From an optimization exercise on the open Yosys and OpenROAD flow, aimed at small area; shortcuts taken in it are not production practice.
Only simulation tests tie the RTL to the original design; equivalence was not proved.
Power figures rest on the tool's default switching activity, not on a simulated workload.

## flow/constraint.sdc

```tcl
create_clock -name core_clock -period 8.0 [get_ports {i_clk}]
set_input_delay 1.6000 -clock core_clock [delete_from_list [all_inputs] [get_ports {i_clk}]]
set_output_delay 1.6000 -clock core_clock [all_outputs]
set_load 0.01 [all_outputs]
```

## flow/design.v

```verilog
module CRC32_D8(
  input  [31:0]     i_crc     ,
  input  [7 :0]     i_data    ,
  output [31:0]     o_crc
);
    wire [31:0] c = i_crc;
    wire [7:0]  f;               
    assign f[0] = i_data[7] ^ c[24];
    assign f[1] = i_data[6] ^ c[25];
    assign f[2] = i_data[5] ^ c[26];
    assign f[3] = i_data[4] ^ c[27];
    assign f[4] = i_data[3] ^ c[28];
    assign f[5] = i_data[2] ^ c[29];
    assign f[6] = i_data[1] ^ c[30];
    assign f[7] = i_data[0] ^ c[31];
    wire t0 = f[2] ^ f[7];
    wire t1 = f[0] ^ f[6];
    wire t2 = f[4] ^ f[5];
    wire t3 = f[1] ^ t2;
    wire t4 = f[3] ^ f[4];
    wire t5 = f[1] ^ t0;
    wire t6 = f[3] ^ f[7];
    wire t7 = f[6] ^ t0;
    wire t8 = f[3] ^ f[5];
    wire t9 = f[2] ^ t3;
    wire t10 = f[1] ^ t1;
    wire t11 = f[0] ^ t4;
    wire t12 = f[0] ^ t8;
    wire t13 = f[1] ^ t11;
    wire t14 = f[5] ^ f[6];
    wire t15 = t1 ^ t4;
    assign o_crc[0] = t1;
    assign o_crc[1] = f[7] ^ t10;
    assign o_crc[2] = t1 ^ t5;
    assign o_crc[3] = f[3] ^ t5;
    assign o_crc[4] = f[2] ^ t15;
    assign o_crc[5] = t1 ^ t3 ^ t6;
    assign o_crc[6] = t3 ^ t7;
    assign o_crc[7] = t0 ^ t12;
    assign o_crc[8] = c[0] ^ t13;
    assign o_crc[9] = c[1] ^ t9;
    assign o_crc[10] = c[2] ^ f[2] ^ t12;
    assign o_crc[11] = c[3] ^ t13;
    assign o_crc[12] = c[4] ^ t1 ^ t9;
    assign o_crc[13] = c[5] ^ f[6] ^ t5 ^ t8;
    assign o_crc[14] = c[6] ^ t4 ^ t7;
    assign o_crc[15] = c[7] ^ t2 ^ t6;
    assign o_crc[16] = c[8] ^ f[0] ^ t2;
    assign o_crc[17] = c[9] ^ f[1] ^ t14;
    assign o_crc[18] = c[10] ^ t7;
    assign o_crc[19] = c[11] ^ t6;
    assign o_crc[20] = c[12] ^ f[4];
    assign o_crc[21] = c[13] ^ f[5];
    assign o_crc[22] = c[14] ^ f[0];
    assign o_crc[23] = c[15] ^ t10;
    assign o_crc[24] = c[16] ^ t5;
    assign o_crc[25] = c[17] ^ f[2] ^ f[3];
    assign o_crc[26] = c[18] ^ t15;
    assign o_crc[27] = c[19] ^ f[7] ^ t3;
    assign o_crc[28] = c[20] ^ f[2] ^ t14;
    assign o_crc[29] = c[21] ^ f[6] ^ t6;
    assign o_crc[30] = c[22] ^ f[4] ^ f[7];
    assign o_crc[31] = c[23] ^ f[5];
endmodule
module udp_rx_stack(
    input               i_clk               ,
    input               i_rst               ,
    input [31:0]        i_local_ip          ,
    input               i_local_ip_valid    ,
    input [15:0]        i_local_port        ,
    input               i_local_port_valid  ,
    input [7:0]         i_GMII_data         ,
    input               i_GMII_valid        ,
    output [47:0]       o_rec_src_mac       ,
    output              o_rec_src_valid     ,
    output              o_crc_error         ,
    output              o_crc_valid         ,
    output [7:0]        o_udp_data          ,
    output [15:0]       o_udp_len           ,
    output              o_udp_last          ,
    output              o_udp_valid         ,
    output [15:0]       o_icmp_seq          ,
    output              o_icmp_reply        ,
    output [47:0]       o_arp_mac           ,
    output [31:0]       o_arp_ip            ,
    output              o_arp_valid         ,
    output              o_arp_reply
);
reg [7:0]   s0, s1, s2, s3, s4, s5, s6, s7, s8, s9, s10;
always @(posedge i_clk) begin
    s0 <= i_GMII_data;
    s1 <= s0; s2 <= s1; s3 <= s2; s4 <= s3; s5 <= s4;
    s6 <= s5; s7 <= s6; s8 <= s7; s9 <= s8; s10 <= s9;
end
reg         v0, v1;
always @(posedge i_clk or posedge i_rst) begin
    if (i_rst) begin
        v0 <= 1'b0;
        v1 <= 1'b0;
    end else begin
        v0 <= i_GMII_valid;
        v1 <= v0;
    end
end
wire        neg = v1 & ~v0;          
reg [4:0]   rc;
wire        s0_55 = s0 == 8'h55;
wire        s0_d5 = s0 == 8'hD5;
always @(posedge i_clk or posedge i_rst) begin
    if (i_rst)
        rc <= 5'd0;
    else if (v0) begin
        if (!(rc == 5'd6 && s0_55) && rc != 5'd25)
            rc <= rc + 5'd1;
    end else if (rc >= 5'd20 && rc <= 5'd24)
        rc <= rc + 5'd1;
    else
        rc <= 5'd0;
end
reg         hdr_ok;                  
always @(posedge i_clk or posedge i_rst) begin
    if (i_rst)
        hdr_ok <= 1'b1;
    else if (!v0)
        hdr_ok <= 1'b1;
    else if (rc <= 5'd6 && !(s0_55 || (rc == 5'd6 && s0_d5)))
        hdr_ok <= 1'b0;
end
reg         lo08, is_ip, is_arp;
always @(posedge i_clk or posedge i_rst) begin
    if (i_rst) begin
        lo08   <= 1'b0;
        is_ip  <= 1'b0;
        is_arp <= 1'b0;
    end else if (v0 && (rc == 5'd19 || rc == 5'd20)) begin
        lo08   <= s0 == 8'h08;
        is_ip  <= lo08 && s0 == 8'h00;
        is_arp <= lo08 && s0 == 8'h06;
    end
end
reg [47:0]  src_mac;
always @(posedge i_clk)
    if (v0 && rc >= 5'd13 && rc <= 5'd18)
        src_mac <= {src_mac[39:0], s0};
reg         src_valid;
always @(posedge i_clk or posedge i_rst) begin
    if (i_rst)
        src_valid <= 1'b0;
    else if (v0 && rc == 5'd19)
        src_valid <= 1'b1;
end
wire        post_last = neg & hdr_ok;
reg         post_valid;
always @(posedge i_clk or posedge i_rst) begin
    if (i_rst)
        post_valid <= 1'b0;
    else if (neg)
        post_valid <= 1'b0;
    else if (rc == 5'd25 && hdr_ok)
        post_valid <= 1'b1;
end
wire        d5at6 = v0 && rc == 5'd6 && s0_d5;
wire        crc_full  = crc_arm && rc >= 5'd12;
wire        crc_quirk = crc_arm && rc <= 5'd10;
reg         crc_arm, crc_stuck, crc_hold, crc_chk, crc_chk0;
always @(posedge i_clk or posedge i_rst) begin
    if (i_rst) begin
        crc_arm   <= 1'b0;
        crc_stuck <= 1'b0;
        crc_hold  <= 1'b0;
        crc_chk   <= 1'b0;
        crc_chk0  <= 1'b0;
    end else begin
        crc_chk  <= neg && (crc_stuck || crc_hold || crc_full);
        crc_chk0 <= neg && crc_hold && !crc_full;
        if (neg) begin
            crc_hold  <= crc_quirk && (crc_stuck || crc_hold) && rc == 5'd10;
            crc_stuck <= crc_quirk && !((crc_stuck || crc_hold) && rc == 5'd10);
            crc_arm   <= 1'b0;
        end else if (d5at6)
            crc_arm   <= 1'b1;
    end
end
reg  [31:0] crc;
wire [31:0] crc_next;
CRC32_D8 CRC32_D8_u0(.i_crc(crc), .i_data(s1), .o_crc(crc_next));
always @(posedge i_clk)
    crc <= (d5at6 && !crc_stuck) ? 32'h30F1A90F : crc_next;
reg         ro_crc_valid, ro_crc_error;
always @(posedge i_clk or posedge i_rst) begin
    if (i_rst) begin
        ro_crc_valid <= 1'b0;
        ro_crc_error <= 1'b0;
    end else begin
        ro_crc_valid <= crc_chk;
        ro_crc_error <= crc_chk && (crc_chk0 ? {s2, s3, s4, s5} != 32'd0
                                             : crc != 32'hC704DD7B);
    end
end
reg         i0v, i1v, a0v;
always @(posedge i_clk or posedge i_rst) begin
    if (i_rst) begin
        i0v <= 1'b0; i1v <= 1'b0; a0v <= 1'b0;
    end else begin
        i0v <= post_valid & is_ip;
        i1v <= i0v;
        a0v <= post_valid & is_arp;
    end
end
wire        i_end = i1v & ~i0v;      
reg [10:0]  ic;
wire        ic_run;
always @(posedge i_clk or posedge i_rst) begin
    if (i_rst)
        ic <= 11'd0;
    else if (ic_run) begin
        if (ic != 11'd2047)
            ic <= ic + 11'd1;
    end else
        ic <= 11'd0;
end
reg [31:0]  local_ip;
always @(posedge i_clk or posedge i_rst) begin
    if (i_rst)
        local_ip <= {8'd192, 8'd168, 8'd1, 8'd1};
    else if (i_local_ip_valid)
        local_ip <= i_local_ip;
end
reg [15:0]  ip_len;                  
always @(posedge i_clk)
    if (i0v && (ic == 11'd2 || ic == 11'd3))
        ip_len <= {ip_len[7:0], s6};
reg         t17, t1;                 
always @(posedge i_clk)
    if (i0v && ic == 11'd9) begin
        t17 <= s6 == 8'd17;
        t1  <= s6 == 8'd1;
    end
wire        ip_hit = i1v && ic == 11'd20 && (t17 || t1) && {s10, s9, s8, s7} == local_ip;
reg         ipv;
always @(posedge i_clk or posedge i_rst) begin
    if (i_rst)
        ipv <= 1'b0;
    else if (i_end)
        ipv <= 1'b0;
    else if (ip_hit)
        ipv <= 1'b1;
end
reg [15:0]  local_port;
always @(posedge i_clk or posedge i_rst) begin
    if (i_rst)
        local_port <= 16'h8080;
    else if (i_local_port_valid)
        local_port <= i_local_port;
end
reg         xv, xvd;
always @(posedge i_clk or posedge i_rst) begin
    if (i_rst) begin
        xv  <= 1'b0;
        xvd <= 1'b0;
    end else begin
        xv  <= ipv;
        xvd <= xv;
    end
end
assign      ic_run = i0v | a0v | ipv | xv;
wire        uv     = xv & t17;
wire        cv     = xv & t1;
wire        u_in   = (xv | xvd) & t17;   
reg [7:0]   u0;                      
always @(posedge i_clk)
    if (ipv && t17)
        u0 <= s7;
reg [15:0]  port;
always @(posedge i_clk)
    if (uv && (ic == 11'd24 || ic == 11'd25))
        port <= {port[7:0], u0};
wire        len_eq = {5'd0, ic} == ip_len;
reg         len2, u_len;
always @(posedge i_clk or posedge i_rst) begin
    if (i_rst)
        len2  <= 1'b0;
    else if (uv && ic == 11'd22)      
        len2 <= len_eq;
end
always @(posedge i_clk)
    u_len <= u_in;
reg         ro_udp_valid, ro_udp_last;
always @(posedge i_clk or posedge i_rst) begin
    if (i_rst) begin
        ro_udp_valid <= 1'b0;
        ro_udp_last  <= 1'b0;
    end else begin
        if (uv && !ipv)
            ro_udp_valid <= 1'b0;
        else if (uv && ic == 11'd29 && port == local_port)
            ro_udp_valid <= 1'b1;
        ro_udp_last <= u_in ? len_eq : len2;
    end
end
reg         type8, ro_icmp_reply;
always @(posedge i_clk)
    if (cv && ic == 11'd22)
        type8 <= s8 == 8'd8;
always @(posedge i_clk or posedge i_rst) begin
    if (i_rst)
        ro_icmp_reply <= 1'b0;
    else
        ro_icmp_reply <= cv && ic == 11'd29 && type8;
end
reg         op12, op1;
always @(posedge i_clk)
    if (a0v && ic == 11'd7) begin
        op12 <= s7 == 8'd0 && (s6 == 8'd1 || s6 == 8'd2);
        op1  <= s7 == 8'd0 && s6 == 8'd1;
    end
reg [47:0]  arp_mac;
reg [31:0]  arp_ip;
reg         ro_arp_valid, ro_arp_reply;
always @(posedge i_clk or posedge i_rst) begin
    if (i_rst) begin
        arp_mac      <= 48'd0;
        arp_ip       <= 32'd0;
        ro_arp_valid <= 1'b0;
        ro_arp_reply <= 1'b0;
    end else begin
        if (a0v && op12 && ic >= 11'd8 && ic <= 11'd13)
            arp_mac <= {arp_mac[39:0], s6};
        if (a0v && op12 && ic >= 11'd14 && ic <= 11'd17)
            arp_ip <= {arp_ip[23:0], s6};
        ro_arp_valid <= a0v && ic == 11'd17;
        ro_arp_reply <= a0v && ic == 11'd18 && op1;
    end
end
assign o_rec_src_mac   = src_mac;
assign o_rec_src_valid = src_valid;
assign o_crc_error     = ro_crc_error;
assign o_crc_valid     = ro_crc_valid;
assign o_udp_data      = u0;
assign o_udp_len       = u_len ? ip_len - 16'd28 : 16'hFFFA;
assign o_udp_last      = ro_udp_last;
assign o_udp_valid     = ro_udp_valid;
assign o_icmp_seq      = {s10, s9};
assign o_icmp_reply    = ro_icmp_reply;
assign o_arp_mac       = arp_mac;
assign o_arp_ip        = arp_ip;
assign o_arp_valid     = ro_arp_valid;
assign o_arp_reply     = ro_arp_reply;
endmodule
```

## flow/config.mk

```make
export PLATFORM = sky130hd
export DESIGN_NAME = udp_rx_stack
export DESIGN_NICKNAME = udp_rx_stack
export VERILOG_FILES = /design/flow/design.v
export SDC_FILE = /design/flow/constraint.sdc
export NUM_CORES = 4
export LEC_CHECK = 0
export CAP_MARGIN = 20
export CORE_MARGIN = 2
export CORE_UTILIZATION = 65
export SLEW_MARGIN = 20
```

## flow/standard.sh

```bash
#!/bin/bash
# synth_recipe.tcl (not shown) runs the flow's synth.tcl, then flattens the netlist and writes it again
# the make line also repeats each setting of config.mk as NAME=value (left out here)
make -C /OpenROAD-flow-scripts/flow DESIGN_CONFIG=/design/flow/config.mk WORK_HOME=/design/flow/orfs CLKGATE_MAP_FILE= SYNTH_SCRIPT=/design/flow/synth_recipe.tcl "${@:-finish}"
```

## flow/flow/run.sh

```bash
#!/bin/bash
set -euo pipefail
cd "$(dirname "$0")/.."
export BUFFER_PORTS_ARGS="-buffer_cell sky130_fd_sc_hd__buf_1"
export CTS_ARGS="-sink_clustering_enable -repair_clock_nets -dont_use_dummy_load -buf_list {sky130_fd_sc_hd__clkbuf_4 sky130_fd_sc_hd__clkbuf_8} -sink_clustering_size 12 -sink_clustering_max_diameter 60"
bash standard.sh finish > flow_make.log 2>&1
```

==> results of run 1 <==
worst max-delay path: stages, from the launching register on:
cell,delay (ns)
edfxtp_1,0.50
ha_1,0.29
a211o_1,0.36
nand2b_1,0.20
nor4_1,0.29
xnor2_1,0.16
nand2_1,0.07
buf_1,0.15
synthesized netlist by cell type, drive strengths merged (9+ instances only):
cell,count,share of area [%]
buf,12,0.49
mux2,129,11
a21oi,9,0.32
nand2,55,1.5
nor4,29,1.3
dfrtp,161,28
o21ai,12,0.42
nand3,14,0.49
edfxtp,93,20
nor3,14,0.49
nand4,15,0.66
inv,13,0.34
clkbuf,18,0.48
xor2,69,4.3
xnor2,72,4.4
dfxtp,121,17
nor2,51,1.4
dfstp,10,1.8
final cells by class:
cell class	instances	area, sq um
Clock buffer	38	523.0
Tap cell	280	350.3
Timing Repair Buffer	243	942.2
Multi-Input combinational cell	567	4541
Antenna cell	2	5.005
Sequential cell	385	9507
Fill cell	1489	5699
Inverter	13	53.80
worst paths after layout:
check                          start             to  cells after the start
min in group asynchronous      i_rst          rc[1]                      2
min                            s5[7]          s6[7]                      0
max                        ip_len[2]  o_udp_len[14]                      7
min reg2reg                    s5[7]          s6[7]                      0
max in group asynchronous      i_rst    arp_mac[30]                      3
max reg2reg                   ic[10]    arp_mac[11]                      6
stage by stage:
stage / cell area [sq um] / utilization, % / cells
finish: 15920 / 73.64 / 1528
global route: 15920 / 73.64 / 1528
CTS: 15910 / 73.59 / 1526
detailed placement: 15390 / 71.17 / 1488
global placement: 15390 / 71.17 / 1488
floorplan: 14200 / - / 995
cells by family after synthesis:
family / Yosys count / share of synthesized area (%)
adder cells (fa/ha/maj): 8 / 0.7047
AND/OR/NAND/NOR: 233 / 8.509
buffers and inverters: 43 / 1.312
flip-flops: 385 / 66.92
XOR/XNOR: 143 / 9.028
AO/OA/AOI/OAI: 51 / 2.554
multiplexers: 132 / 10.97
registers in the layout, summed over array words and instances (netlist names), 11 cells and up:
name / flops
arp_mac: 48
src_mac: 48
arp_ip: 32
crc: 32
local_ip: 32
ip_len: 16
local_port: 16
port: 16
ic: 11
routing by layer:
| metal | wire [um] | share of wire, % |
|---|---|---|
| met1 | 11450 | 41 |
| met5 | 0 | 0 |
| met4 | 660 | 2.4 |
| met3 | 1032 | 3.7 |
| met2 | 14560 | 53 |
where the power goes:
part	internal, mW	leakage [nW]	switching [mW]
Clock	0.425	0.273	0.582
Combinational	0.491	2.08	0.503
Sequential	2.17	4.12	0.109
Total	3.09	6.47	1.19
==> results.yml, run 1 <==
timing:
  final-max-slew-violation-count: 0
  hold_slack_ns: 0.3226
  period_needed_ns: 4.133
  fin_ws_ns: 3.867
  max-slew-margin-rel_pct: 29.87
  rsz0062_at_grt: "no"
  tightest_slew_ns: 1.052
  finalSetupViolations: 0
  fin_crit_sh_pct: 51.66
  setup_tns_ns: 0
  clock.fmax_ghz: 0.2420
  hold_viol_final: 0
  worst_clock_skew_ns: 0.03837
grt:
  grtUsageTotal_pct: 23.96
  use_met1_pct: 30.95
  grtUsageMet3_pct: 3.822
  met2_usage_pct: 42.02
  grt.overflow.total: 0
  grt.busiest_layer: "met2"
  grt_pass1_vias: 8350
  grt_pass1_wl_um: 44370
  grt_max_degree: 88
  antenna_found_initial: 2
setup_path:
  critPathKind: "flop to output port"
  arrival_ns: 2.53
  crit_fanout: 6
  start_kind: "flop"
  cp-end-kind: "output port"
  critPathRequiredTime_ns: 6.40
  rrSetupSlack_ns: 5.38
synth:
  syn-num-nets: 1064
  synthArstFlopShare_pct: 44.42
  synth_warnings: 1
  ys_ff_latch: 385
  ys_types: 63
  synth_area_per_cell_sq_um: 14.28
  synth_ff_type: "dfrtp_1"
  syn_area_sq_um: 14200
  seq_area_frac_synth_pct: 66.93
  synth-edff-count: 93
  syn-instance-count: 995
clock_network:
  cts_tree: "yes"
  cts-resized-gates: 0
  clkLatencyLatePin_ns: 0.54
  path_clk_slew_ns: 0.08
  post-cts-setup-buffers: 0
  cts_sinks: 385
  cts_root_buf: "clkbuf_8"
  clock_path_buffers: 3
  numCtsBuffers: 38
  cts_hold_buf: 0
  h-tree-depth: 2
die:
  io-pin-count: 237
  die_area_sq_um: 23050
  num_rows: 54
  start_util_pct: 65.70
  chipWidth_um: 151.8
  fp.dieH_um: 151.8
  coreArea_sq_um: 21620
placement:
  place_ws_ns: 4.445
  place_congestion: 0.8326
  hpwl_um: 19790
  port_buffers: 236
cells_and_area:
  layout_common_cells: "236 x buf_1, 161 x dfrtp_1, 121 x dfxtp_1, 107 x mux2_2, 93 x edfxtp_1"
  drive_gt1_share_pct: 15.81
  final_common_cell: "buf_1"
  nets: 1317
  syn2layout_area_growth_pct: 12.08
detailed_routing:
  vias: 8298
  drtIter0Drc: 474
  routed_wl_um: 27700
  antenna_left: 0
  drc_errors: 0
  avgRoutedWirePerCell_um: 18.13
  via_per_inst: 5.431
  dr.pass1.iters: 4
power:
  p_total_mw: 4.281
  p_per_area_nw_per_um2: 268.9
  p_leak_nw: 6.474
  vdd_drop_max_mv: 0.4667
status:
  status: "finished clean"
worst_hold_path:
  hold_path.class: "flop to flop"
flow_run:
  drv_cap: 0
==> inputs of run 2 (changes only) <==
==> flow/flow/run.sh (replaced) <==
#!/bin/bash
set -euo pipefail
cd "$(dirname "$0")/.."
export BUFFER_PORTS_ARGS="-buffer_cell sky130_fd_sc_hd__buf_1"
export CTS_ARGS="-sink_clustering_enable -repair_clock_nets -dont_use_dummy_load -buf_list sky130_fd_sc_hd__clkbuf_4 -sink_clustering_size 9 -sink_clustering_max_diameter 60"
bash standard.sh finish > flow_make.log 2>&1
==> results.yml, run 2 <==
clock_network:
  cts_tree: "yes"
  clkLatencyLatePin_ns: 0.67
  h-tree-depth: 2
  cts_hold_buf: 0
  path_clk_slew_ns: 0.10
  cts-resized-gates: 0
  numCtsBuffers: 48
  cts_root_buf: "clkbuf_4"
  post-cts-setup-buffers: 0
  cts_sinks: 385
  clock_path_buffers: 3
power:
  p_total_mw: 4.116
  vdd_drop_max_mv: 0.4628
  p_leak_nw: 6.421
  p_per_area_nw_per_um2: 261.2
placement:
  dp.cells: 1488
  place_ws_ns: 4.445
  hpwl_um: 19790
  port_buffers: 236
  place_congestion: 0.8326
grt:
  grt.overflow.total: 0
  grtUsageTotal_pct: 23.94
  antenna_found_initial: 3
  grt_pass1_wl_um: 44460
  grt_max_degree: 88
  grt_pass1_vias: 8440
detailed_routing:
  dr.pass1.iters: 5
  avgRoutedWirePerCell_um: 18.09
  routed_wl_um: 27840
  via_per_inst: 5.466
  antenna_left: 0
  drc_errors: 0
  vias: 8412
  drtIter0Drc: 415
synth:
  yosysMostFrequentCell: "dfrtp_1"
  syn-num-nets: 1064
  synth_top_area_share_pct: 28.36
  syn_area_sq_um: 14200
  synth-edff-count: 93
  synthTopCellsByCount: "161 x dfrtp_1, 121 x dfxtp_1, 107 x mux2_2, 93 x edfxtp_1, 72 x xnor2_1"
  seq_area_frac_synth_pct: 66.93
  synthArstFlopShare_pct: 44.42
  ys_types: 63
  synthTopCellsByArea: "dfrtp_1 28%, edfxtp_1 20%, dfxtp_1 17%"
  synth_area_per_cell_sq_um: 14.28
  synth_warnings: 1
  synth_ff_type: "dfrtp_1"
  synth_top_cell_by_area: "dfrtp_1"
  syn-instance-count: 995
  ys_ff_latch: 385
setup_path:
  arrival_ns: 2.66
  crit_buf_inv: 1
  regToRegStartpoint: "ic[10]"
  critPathKind: "flop to output port"
  worstReg2RegEnd: "arp_mac[14]"
  path_delay_family: "simple AND/OR/NAND/NOR gates"
  critPathMaxStageDelay_ns: 0.51
  cp-end-kind: "output port"
  crit_path_start: "ip_len[2]"
  critPathSlowestCell: "edfxtp_1"
  crit_fanout: 6
  rrSetupSlack_ns: 5.38
  reg2reg_depth: 6
  critPathRequiredTime_ns: 6.40
  worstPathCellList: "ha_1, a211o_1, nand2b_1, nor4_1, xnor2_1, nand2_1, buf_1"
  start_kind: "flop"
timing:
  finalSetupViolations: 0
  final-max-slew-violation-count: 0
  setup_tns_ns: 0
  hold_slack_ns: 0.3354
  fin_crit_sh_pct: 53.23
  clock.fmax_ghz: 0.2348
  tightest_slew_ns: 1.073
  worst_clock_skew_ns: 0.05054
  hold_viol_final: 0
  fin_ws_ns: 3.741
  rsz0062_at_grt: "no"
  period_needed_ns: 4.259
  max-slew-margin-rel_pct: 28.49
cells_and_area:
  top_regs: "arp_mac (48), src_mac (48)"
  final_common_cell: "buf_1"
  nFillCells: 1551
  nets: 1327
  layout_common_cells: "236 x buf_1, 161 x dfrtp_1, 121 x dfxtp_1, 107 x mux2_2, 93 x edfxtp_1"
  syn2layout_area_growth_pct: 10.96
  drive_gt1_share_pct: 16.48
  final_cell_count_no_fill: 1539
worst_hold_path:
  min_delay_worst_endpoint: "s6[2]"
  hold_path.class: "flop to flop"
  min_from: "s5[2]"
  hold_depth: 0
flow_run:
  drv_cap: 0
die:
  start_util_pct: 65.70
  io-pin-count: 237
  num_rows: 54
  fp.dieH_um: 151.8
  chipWidth_um: 151.8
  coreArea_sq_um: 21620
  die_area_sq_um: 23050
status:
  status: "finished clean"
==> run 2: cell types whose count changed in the layout (fill, tap and decap cells not counted), sizes merged <==
cell / before / now
clkbuf: 38 / 48
diode: 2 / 3
==> run 2: metrics by stage <==
step | utilization [%] | area (sq um)
2_1_floorplan | - | 14200
3_3_place_gp | 71.17 | 15390
3_5_place_dp | 71.17 | 15390
4_1_cts | 72.84 | 15750
5_1_grt | 72.90 | 15760
6_report | 72.90 | 15760
==> run 2: layer usage <==
layer,up-vias,routed length (um),GRT usage (%)
li1,4010,-,-
met1,4140,11320,30.71
met2,204,14570,41.87
met3,58,1126,3.851
met4,0,828,8.189
met5,-,0,0
==> run 2: final cells by class <==
cell class | instances | area, sq um | area share, %
flip-flops and latches | 385 | 9507 | 60.32
multi-input cells | 567 | 4541 | 28.81
repair buffers | 243 | 942.2 | 5.978
clock buffers | 48 | 360.3 | 2.286
well taps | 280 | 350.3 | 2.223
inverters | 13 | 53.80 | 0.3414
diodes | 3 | 7.507 | 0.04763
==> run 2: how the worst max path moves through the flow <==
stage                          to  slack, ns  cells after the start
floorplan                     a0v       1.78                      1
global placement      arp_mac[43]       4.50                      3
detailed placement  o_udp_len[14]       4.44                      7
CTS                 o_udp_len[14]       3.71                      7
global route        o_udp_len[14]       3.52                      7
finish              o_udp_len[14]       3.74                      7
==> run 2: report_power, final <==
part           total, mW  switching, mW  internal, mW
logic              0.989          0.498         0.491
clock network      0.849          0.572         0.277
registers           2.28          0.108          2.17
==> run 2: cells by family after synthesis <==
| logic type | synth area share (%) |
|---|---|
| flip-flops | 66.92 |
| AND/OR/NAND/NOR | 8.509 |
| XOR/XNOR | 9.028 |
| multiplexers | 10.97 |
| AO/OA/AOI/OAI | 2.554 |
| buffers and inverters | 1.312 |
| adder cells (fa/ha/maj) | 0.7047 |
==> inputs of run 3 (changes only) <==
--- a/flow/design.v
+++ b/flow/design.v
@@ -88,3 +88,3 @@
 );
-reg [7:0]   s0, s1, s2, s3, s4, s5, s6, s7, s8, s9, s10;
+reg [7:0]   s0, s1, s2, s3, s4, s5, s6, s7, s8;
 always @(posedge i_clk) begin
@@ -92,3 +92,3 @@
     s1 <= s0; s2 <= s1; s3 <= s2; s4 <= s3; s5 <= s4;
-    s6 <= s5; s7 <= s6; s8 <= s7; s9 <= s8; s10 <= s9;
+    s6 <= s5; s7 <= s6; s8 <= s7;
 end
@@ -238,3 +238,3 @@
     end
-wire        ip_hit = i1v && ic == 11'd20 && (t17 || t1) && {s10, s9, s8, s7} == local_ip;
+wire        ip_hit = i1v && ic == 11'd20 && (t17 || t1) && {pb, s8, s7} == local_ip;
 reg         ipv;
@@ -273,6 +273,8 @@
         u0 <= s7;
-reg [15:0]  port;
+reg [15:0]  pb;
 always @(posedge i_clk)
-    if (uv && (ic == 11'd24 || ic == 11'd25))
-        port <= {port[7:0], u0};
+    if ((i0v && (ic == 11'd18 || ic == 11'd19)) ||
+        (uv  && (ic == 11'd24 || ic == 11'd25)) ||
+        (cv  && (ic == 11'd28 || ic == 11'd29)))
+        pb <= {pb[7:0], s8};
 wire        len_eq = {5'd0, ic} == ip_len;
@@ -295,3 +297,3 @@
             ro_udp_valid <= 1'b0;
-        else if (uv && ic == 11'd29 && port == local_port)
+        else if (uv && ic == 11'd29 && pb == local_port)
             ro_udp_valid <= 1'b1;
@@ -342,3 +344,3 @@
 assign o_udp_valid     = ro_udp_valid;
-assign o_icmp_seq      = {s10, s9};
+assign o_icmp_seq      = pb;
 assign o_icmp_reply    = ro_icmp_reply;
==> results.yml, run 3 <==
die:
  coreArea_sq_um: 21020
  die_area_sq_um: 22590
  num_rows: 53
  chipWidth_um: 150.3
  fp.dieH_um: 150.3
  start_util_pct: 66.17
  io-pin-count: 237
synth:
  syn-instance-count: 985
  synth_area_per_cell_sq_um: 14.12
  synth_ff_type: "dfrtp_1"
  syn_area_sq_um: 13910
  synthTopCellsByArea: "dfrtp_1 29%, edfxtp_1 20%, dfxtp_1 15%"
  seq_area_frac_synth_pct: 66.04
  synth-simple-area-share_pct: 8.500
  synth.mux.area_fraction_pct: 11.44
  synth_top_area_share_pct: 28.96
  synth-adder-area-share_pct: 0.7196
  synthTopCellsByCount: "161 x dfrtp_1, 112 x mux2_2, 105 x dfxtp_1, 93 x edfxtp_1, 93 x xnor2_1"
  ys_ff_latch: 369
  syn-num-nets: 1054
  yosysMostFrequentCell: "dfrtp_1"
  synth_compound_area_share_pct: 2.509
  synth_xor_area_share_pct: 9.255
  synth-edff-count: 93
  synth_warnings: 1
  synth_top_cell_by_area: "dfrtp_1"
  synthArstFlopShare_pct: 46.34
  ys_types: 58
  synth_top_family_by_area: "multiplexers"
clock_network:
  cts_root_buf: "clkbuf_4"
  post-cts-setup-buffers: 0
  path_clk_slew_ns: 0.09
  cts-resized-gates: 0
  cts_sinks: 369
  clkLatencyLatePin_ns: 0.67
  clock_path_buffers: 3
  numCtsBuffers: 46
  cts_tree: "yes"
  h-tree-depth: 2
  cts_hold_buf: 0
setup_path:
  critPathKind: "flop to output port"
  rrSetupSlack_ns: 5.17
  arrival_ns: 2.46
  crit_fanout: 6
  setup.worst_path.end: "o_udp_len[12]"
  regToRegStartpoint: "ic[6]"
  crit_path_start: "ip_len[2]"
  critPathRequiredTime_ns: 6.40
  reg2reg_depth: 5
  cp-end-kind: "output port"
  start_kind: "flop"
  worstReg2RegEnd: "arp_ip[22]"
power:
  p_total_mw: 4.009
  power_switching_mw: 1.162
  p_per_area_nw_per_um2: 260.0
  internal_power_mw: 2.847
  p_comb_share_pct: 24.6
  p_leak_nw: 6.209
  pwr-share-clk_pct: 20.3
  vdd_drop_max_mv: 0.4693
  switching_share_pct: 28.99
  seqPwrFrac_pct: 55.1
timing:
  clock.fmax_ghz: 0.2462
  finalSetupViolations: 0
  tightest_slew_ns: 1.015
  worst_clock_skew_ns: 0.04530
  period_needed_ns: 4.061
  hold_viol_final: 0
  rsz0062_at_grt: "no"
  setup_tns_ns: 0
  fin_crit_sh_pct: 50.76
  final-max-slew-violation-count: 0
  max-slew-margin-rel_pct: 31.69
worst_hold_path:
  hold_path.class: "flop to flop"
detailed_routing:
  routed_wl_um: 28390
  avgRoutedWirePerCell_um: 18.69
  drtIter0Drc: 323
  dr.pass1.iters: 5
  antenna_left: 0
  vias: 8407
  drc_errors: 0
  via_per_inst: 5.535
grt:
  grt_pass1_wl_um: 43970
  grtUsageTotal_pct: 25.33
  grt.overflow.total: 0
  grt_pass1_vias: 8294
  antenna_found_initial: 1
  grt_max_degree: 113
flow_run:
  drv_cap: 0
cells_and_area:
  syn2layout_area_growth_pct: 10.87
  final_common_cell: "buf_1"
  layout_common_cells: "235 x buf_1, 161 x dfrtp_1, 112 x mux2_2, 105 x dfxtp_1"
  drive_gt1_share_pct: 16.57
  nets: 1314
  top_regs: "arp_mac (48), src_mac (48)"
  nFillCells: 1464
placement:
  hpwl_um: 20500
  port_buffers: 236
  place_congestion: 0.8304
status:
  status: "finished clean"
run 3: changes by cell type after synthesis, moves of 4 or more:
cell / before / now
dfxtp_1: 121 / 105
xor2_1: 69 / 47
nor3_1: 14 / 18
a21oi_1: 9 / 18
inv_1: 13 / 17
xnor2_1: 72 / 93
mux2_2: 107 / 112
o31ai_1: 0 / 4
nand2_1: 55 / 59
nor2_1: 50 / 46
run 3: power by group through the flow:
stage / Combinational [mW] / Clock, mW / Sequential (mW)
final: 0.985 / 0.816 / 2.21
after global routing: 1.10 / 0.918 / 2.23
after CTS: 0.994 / 0.839 / 2.21
after detailed placement: 0.989 / 0 / 2.25
after global placement: 0.973 / 0 / 2.24
after floorplan: 0.842 / 0 / 2.21
run 3: how the worst min path moves through the flow:
stage                      from     to  slack [ns]  cells past startpoint
after detailed placement  s4[5]  s5[5]        0.33                      0
after global placement    s4[5]  s5[5]        0.33                      0
final                     s2[7]  s3[7]        0.35                      0
after global routing      s3[2]  s4[2]        0.36                      0
after floorplan           s4[5]  s5[5]        0.32                      0
after CTS                 s4[5]  s5[5]        0.35                      0
run 3: metal layers:
metal  vias to the layer above  wire [um]  global-route usage [%]
met3                        44       1443                   4.030
li1                       3959          -                       -
met5                         -          0                       0
met1                      4156      11550                   32.54
met4                         0        564                   7.406
met2                       248      14830                   44.68
run 3: cells by family after synthesis:
group,after synthesis
flops,369
simple gates,229
xor+xnor,143
mux,135
compound gates,54
buf+inv,47
fa+ha+maj,8
run 3: stage by stage:
stage                     util, %  area [sq um]  cells  hold WS [ns]  setup slack (ns)
after global placement      71.67         15070   1472        0.3306             4.661
after CTS                   73.32         15410   1518        0.3538             3.877
after global routing        73.37         15420   1519        0.3568             3.677
after floorplan                 -         13910    985        0.3227             1.785
final                       73.37         15420   1519        0.3529             3.939
after detailed placement    71.67         15070   1472        0.3326             4.595
run 3: critical path, stage by stage (launching register included):
cell      delay, ns
edfxtp_1       0.49
ha_1           0.27
a21oi_1        0.31
nand2_1        0.18
nor3_1         0.21
xnor2_1        0.14
nand2_1        0.06
buf_1          0.16
run 3: area by class of cell:
cell class	instances	area (sq um)	share of cell area (%)
clock buffer	46	345.3	2.239
inverter	17	71.32	0.4624
timing repair buffer	242	932.1	6.044
tap	275	344.1	2.231
antenna	1	2.502	0.01622
sequential	369	9186	59.56
multi-input combinational	569	4542	29.45
==> inputs of run 4 (changes only) <==
==> flow/flow/run.sh (replaced) <==
#!/bin/bash
set -euo pipefail
cd "$(dirname "$0")/.."
export BUFFER_PORTS_ARGS="-buffer_cell sky130_fd_sc_hd__buf_1"
export CTS_ARGS="-sink_clustering_enable -repair_clock_nets -dont_use_dummy_load -buf_list sky130_fd_sc_hd__clkbuf_8 -sink_clustering_size 20 -sink_clustering_max_diameter 80"
bash standard.sh finish > flow_make.log 2>&1
==> results.yml, run 4 <==
timing:
  final-max-slew-violation-count: 0
  hold_viol_final: 0
  rsz0062_at_grt: "no"
  fin_ws_ns: 4.030
  tightest_slew_ns: 0.9854
  clock.fmax_ghz: 0.2519
  worst_clock_skew_ns: 0.04797
  max-slew-margin-rel_pct: 33.70
  fin_crit_sh_pct: 49.62
  setup_tns_ns: 0
  period_needed_ns: 3.970
  finalSetupViolations: 0
detailed_routing:
  dr.pass1.iters: 5
  drc_errors: 0
  drtIter0Drc: 397
  routed_wl_um: 28060
  vias: 8279
  via_per_inst: 5.541
  antenna_left: 0
  avgRoutedWirePerCell_um: 18.78
synth:
  syn-num-nets: 1054
  synth_ff_type: "dfrtp_1"
  seq_area_frac_synth_pct: 66.04
  synthTopCellsByCount: "161 x dfrtp_1, 112 x mux2_2, 105 x dfxtp_1, 93 x edfxtp_1, 93 x xnor2_1"
  synthArstFlopShare_pct: 46.34
  synth_top_area_share_pct: 28.96
  synth-edff-count: 93
  ys_types: 58
  yosysMostFrequentCell: "dfrtp_1"
  synth_warnings: 1
  synth_area_per_cell_sq_um: 14.12
  syn-instance-count: 985
  syn_area_sq_um: 13910
  synth_top_cell_by_area: "dfrtp_1"
  ys_ff_latch: 369
  synthTopCellsByArea: "dfrtp_1 29%, edfxtp_1 20%, dfxtp_1 15%"
cells_and_area:
  syn2layout_area_growth_pct: 10.55
  layout_common_cells: "235 x buf_1, 161 x dfrtp_1, 112 x mux2_2, 105 x dfxtp_1"
  nets: 1290
  final_cell_count_no_fill: 1494
  drive_gt1_share_pct: 14.93
  final_common_cell: "buf_1"
  num_antenna_cells: 0
  finish.utilization_pct: 73.16
  top_regs: "arp_mac (48), src_mac (48)"
setup_path:
  regToRegStartpoint: "ic[5]"
  critPathSlowestCell: "edfxtp_1"
  rrSetupSlack_ns: 5.15
  worstPathCellList: "ha_1, a21oi_1, nand2_1, nor3_1, xnor2_1, nand2_1, buf_1"
  reg2reg_depth: 5
  start_kind: "flop"
  crit_fanout: 6
  critPathRequiredTime_ns: 6.40
  critPathMaxStageDelay_ns: 0.50
  worstReg2RegEnd: "arp_ip[20]"
  setup.worst_path.end: "o_udp_len[12]"
  crit_path_start: "ip_len[2]"
  critPathKind: "flop to output port"
  arrival_ns: 2.37
  cp-end-kind: "output port"
  cp_common_cell: "nand2_1"
die:
  die_area_sq_um: 22590
  coreArea_sq_um: 21020
  start_util_pct: 66.17
  io-pin-count: 237
  chipWidth_um: 150.3
  fp.dieH_um: 150.3
  num_rows: 53
grt:
  met2_usage_pct: 44.52
  grtUsageMet3_pct: 3.000
  use_met1_pct: 32.75
  grt_pass1_vias: 8131
  grt_pass1_wl_um: 43460
  grt.busiest_layer: "met2"
  grt_max_degree: 113
  grtUsageTotal_pct: 24.84
  antenna_found_initial: 0
  grt.overflow.total: 0
clock_network:
  cts_root_buf: "clkbuf_8"
  cts_tree: "yes"
  h-tree-depth: 1
  cts-resized-gates: 0
  post-cts-setup-buffers: 0
  clkLatencyLatePin_ns: 0.55
  cts_hold_buf: 0
  path_clk_slew_ns: 0.11
  clock_path_buffers: 3
  numCtsBuffers: 22
  cts_sinks: 369
worst_hold_path:
  hold_path.class: "flop to flop"
status:
  status: "finished clean"
power:
  p_leak_nw: 6.156
  p_total_mw: 3.961
  p_per_area_nw_per_um2: 257.5
  vdd_drop_max_mv: 0.4663
flow_run:
  drv_cap: 0
placement:
  place_ws_ns: 4.595
  place_congestion: 0.8304
  hpwl_um: 20500
  port_buffers: 236
  dp.cells: 1472
==> run 4: cells by family after synthesis <==
logic type / Yosys count / synth area share, %
flip-flops: 369 / 66.04
AND/OR/NAND/NOR: 229 / 8.500
XOR/XNOR: 143 / 9.255
multiplexers: 135 / 11.44
AO/OA/AOI/OAI: 54 / 2.510
buffers and inverters: 47 / 1.538
adder cells (fa/ha/maj): 8 / 0.7196
==> run 4: worst min path at each step <==
stage                     start     to  depth (start not counted)
after floorplan           s4[5]  s5[5]                          0
after global placement    s4[5]  s5[5]                          0
after detailed placement  s4[5]  s5[5]                          0
after CTS                 s4[5]  s5[5]                          0
after global routing      s2[3]  s3[3]                          0
final                     s4[5]  s5[5]                          0
==> run 4: layout make-up <==
cell class                      instances  area (sq um)
Tap cell                              275         344.1
Timing Repair Buffer                  242         932.1
Inverter                               17         71.32
Sequential cell                       369          9186
Fill cell                            1442          5643
Clock buffer                           22         302.8
Multi-Input combinational cell        569          4542
==> run 4: report_power, final <==
part,internal [mW],switching [mW],total [mW]
logic,0.489,0.497,0.986
registers,2.09,0.116,2.21
clock network,0.250,0.516,0.766
==> run 4: per-layer routing <==
layer	routed length, um	share of wire, %
met5	0	0
met1	11700	42
met4	497	1.8
met3	1136	4.0
met2	14730	52
==> run 4: critical path, delay by kind of cell, from the launching register on <==
kind,cells,cell delay (ns)
and+or+nand+nor,3,0.44
DFF,1,0.50
xor gates and xnor gates,1,0.14
buffers and inverters,1,0.16
adders and majority gates,1,0.27
AOI/OAI and AO/OA,1,0.32
==> run 4: stage by stage <==
step	hold slack [ns]	cell area, sq um
floorplan	0.3227	13910
global placement	0.3306	15070
detailed placement	0.3326	15070
CTS	0.3547	15370
global route	0.3639	15380
finish	0.3511	15380
==> inputs of run 5 (changes only) <==
--- a/flow/design.v
+++ b/flow/design.v
@@ -277,3 +277,3 @@
         (uv  && (ic == 11'd24 || ic == 11'd25)) ||
-        (cv  && (ic == 11'd28 || ic == 11'd29)))
+        (cv  && (ic == 11'd22 || ic == 11'd28 || ic == 11'd29)))
         pb <= {pb[7:0], s8};
@@ -302,6 +302,3 @@
 end
-reg         type8, ro_icmp_reply;
-always @(posedge i_clk)
-    if (cv && ic == 11'd22)
-        type8 <= s8 == 8'd8;
+reg         ro_icmp_reply;
 always @(posedge i_clk or posedge i_rst) begin
@@ -310,3 +307,3 @@
     else
-        ro_icmp_reply <= cv && ic == 11'd29 && type8;
+        ro_icmp_reply <= cv && ic == 11'd29 && pb[15:8] == 8'd8;
 end
==> flow/flow/run.sh (replaced) <==
#!/bin/bash
set -euo pipefail
cd "$(dirname "$0")/.."
export BUFFER_PORTS_ARGS="-buffer_cell sky130_fd_sc_hd__buf_1"
export CTS_ARGS="-sink_clustering_enable -repair_clock_nets -dont_use_dummy_load -buf_list sky130_fd_sc_hd__clkbuf_4 -sink_clustering_size 9 -sink_clustering_max_diameter 60"
bash standard.sh finish > flow_make.log 2>&1
==> results.yml, run 5 <==
grt:
  grt_max_degree: 88
  grt_pass1_vias: 8211
  grt.overflow.total: 0
  grt_pass1_wl_um: 43110
  grtUsageTotal_pct: 24.83
  antenna_found_initial: 1
cells_and_area:
  drive_gt1_share_pct: 12.36
  final_cell_count_no_fill: 1507
  top_regs: "arp_mac (48), src_mac (48)"
  final_common_cell: "buf_1"
  layout_common_cells: "235 x buf_1, 161 x dfrtp_1, 105 x dfxtp_1, 92 x edfxtp_1, 86 x xnor2_1"
  nets: 1301
  syn2layout_area_growth_pct: 11.14
setup_path:
  reg2reg_depth: 7
  critPathKind: "flop to output port"
  start_kind: "flop"
  crit_fanout: 6
  critPathRequiredTime_ns: 6.40
  worstReg2RegEnd: "arp_ip[27]"
  arrival_ns: 2.44
  rrSetupSlack_ns: 5.31
  cp-end-kind: "output port"
  regToRegStartpoint: "ic[1]"
die:
  io-pin-count: 237
  fp.dieH_um: 149.7
  chipWidth_um: 149.7
  die_area_sq_um: 22420
  start_util_pct: 65.87
  num_rows: 53
  coreArea_sq_um: 20960
worst_hold_path:
  hold_depth: 0
  min_from: "s0[4]"
  min_delay_worst_endpoint: "s1[4]"
  hold_path.class: "flop to flop"
synth:
  seq_area_frac_synth_pct: 66.33
  syn_area_sq_um: 13800
  synthTopCellsByCount: "161 x dfrtp_1, 105 x dfxtp_1, 92 x edfxtp_1, 86 x xnor2_1, 70 x mux2_2"
  synth_area_per_cell_sq_um: 14.24
  syn-instance-count: 969
  synth_ff_type: "dfrtp_1"
  synth_top_cell_by_area: "dfrtp_1"
  ys_types: 66
  synth_top_area_share_pct: 29.19
  ys_ff_latch: 368
  synth_warnings: 1
  syn-num-nets: 1038
  synth-edff-count: 92
  synthArstFlopShare_pct: 46.47
  yosysMostFrequentCell: "dfrtp_1"
  synthTopCellsByArea: "dfrtp_1 29%, edfxtp_1 20%, dfxtp_1 15%"
detailed_routing:
  routed_wl_um: 27400
  drc_errors: 0
  drtIter0Drc: 317
  dr.pass1.iters: 5
  wl_met1_um: 11560
  highest_layer: "met4"
  avgRoutedWirePerCell_um: 18.18
  met3_length_um: 1131
  via_per_inst: 5.444
  route.met2.wl_um: 14210
  vias: 8204
  antenna_left: 0
timing:
  fin_ws_ns: 3.959
  finalSetupViolations: 0
  clock.fmax_ghz: 0.2474
  period_needed_ns: 4.041
  hold_viol_final: 0
  final-max-slew-violation-count: 0
  max-slew-margin-rel_pct: 32.04
  worst_clock_skew_ns: 0.06054
  rsz0062_at_grt: "no"
  tightest_slew_ns: 1.017
  fin_crit_sh_pct: 50.52
  setup_tns_ns: 0
clock_network:
  cts_hold_buf: 0
  path_clk_slew_ns: 0.10
  clock_path_buffers: 3
  cts_root_buf: "clkbuf_4"
  cts-resized-gates: 0
  post-cts-setup-buffers: 0
  cts_tree: "yes"
  clkLatencyLatePin_ns: 0.65
  cts_sinks: 368
  numCtsBuffers: 47
  h-tree-depth: 2
placement:
  port_buffers: 236
  place_ws_ns: 4.547
  hpwl_um: 19690
  place_congestion: 0.8227
  dp.cells: 1458
power:
  vdd_drop_max_mv: 0.4958
  p_leak_nw: 6.207
  p_per_area_nw_per_um2: 260.4
flow_run:
  drv_cap: 0
status:
  status: "finished clean"
-- run 5: cell types whose count changed in the layout (fill, tap and decap cells not counted), moves of 6 or more --
cell,previous run,this run
mux2_1,0,60
clkbuf_4,0,47
mux2_2,112,70
clkbuf_8,22,0
mux2_4,20,0
nand2_1,59,50
inv_1,16,9
xnor2_1,93,86
xor2_1,47,53
-- run 5: final cells by class --
class / count / area, sq um
Timing Repair Buffer: 242 / 935.9
Sequential cell: 368 / 9156
Inverter: 12 / 50.05
Fill cell: 1460 / 5614
Clock buffer: 47 / 352.8
Antenna cell: 2 / 5.005
Multi-Input combinational cell: 561 / 4497
Tap cell: 275 / 344.1
-- run 5: worst max path at each step --
| stage | startpoint | end | slack, ns | cells past startpoint |
|---|---|---|---|---|
| after floorplan | i_rst | a0v | 1.78 | 1 |
| after global placement | i_rst | arp_mac[41] | 4.56 | 3 |
| after detailed placement | i_rst | arp_mac[44] | 4.55 | 3 |
| after CTS | ip_len[2] | o_udp_len[14] | 3.92 | 7 |
| after global routing | ip_len[2] | o_udp_len[12] | 3.71 | 7 |
| final | ip_len[2] | o_udp_len[12] | 3.96 | 7 |
-- run 5: per-layer routing --
metal | global-route usage [%] | vias to the layer above
met3 | 4.146 | 34
met2 | 42.82 | 198
li1 | - | 3935
met1 | 32.86 | 4037
met5 | 0 | -
met4 | 7.028 | 0
-- run 5: kinds of logic after synthesis --
family / count (synthesis) / synth area share [%]
compound gates: 50 / 2.439
xor+xnor: 146 / 9.817
fa+ha+maj: 8 / 0.7252
buf+inv: 40 / 1.260
flops: 368 / 66.33
mux: 132 / 10.75
simple gates: 225 / 8.675
-- run 5: critical path: stages (launching register included) --
cell and delay, ns:
edfxtp_1 0.49, ha_1 0.27, a21oi_1 0.33, nand2_1 0.18, nor3_1 0.21, xnor2_1 0.14, nand2_1 0.06, buf_1 0.14
-- run 5: report_power, final --
part           leakage (nW)  internal, mW  switching, mW
Clock                 0.216         0.271          0.541
Sequential             3.97          2.08          0.109
Combinational          2.02         0.493          0.500
Total                  6.21          2.85           1.15
-- run 5: through the flow --
| step | hold slack (ns) | power, mW | cell area, sq um | utilization, % |
|---|---|---|---|---|
| after detailed placement | 0.3364 | 3.229 | 14980 | 71.48 |
| final | 0.3354 | 3.995 | 15340 | 73.21 |
| after floorplan | 0.3227 | 3.039 | 13800 | - |
| after global routing | 0.3433 | 4.244 | 15340 | 73.21 |
| after CTS | 0.3393 | 4.040 | 15330 | 73.17 |
| after global placement | 0.3283 | 3.210 | 14980 | 71.48 |

## port drivers added, routing unchanged
How much do the figures lean on ideal ports? The routed layouts below were timed once more, with nothing changed but the port constraints.
Step 1: set_driving_cell puts a clkbuf_16 on i_clk and a buf_2 on each other input, an assumption about the parent block.
Step 2, shift: input delay + t, output delay - t, t = (earliest + latest rising clock arrival at the registers) / 2. This alone moves slack from input paths to output paths.
Slacks: no drivers / after step 1 / after step 2; pairs: no drivers / after step 1.
run	t (ns)	slack for setup (ns)	hold WS [ns]
run 1	0.568	3.867 / 3.824 / 4.391	0.323 / 0.323 / 0.323
run 2	0.686	3.741 / 3.700 / 4.386	0.335 / 0.335 / 0.335
run 3	0.691	3.939 / 3.901 / 4.592	0.353 / 0.353 / 0.353
run 4	0.565	4.030 / 3.989 / 4.554	0.351 / 0.351 / 0.351
run 5	0.663	3.959 / 3.916 / 4.580	0.335 / 0.335 / 0.335
After both steps every run listed still meets setup and hold.
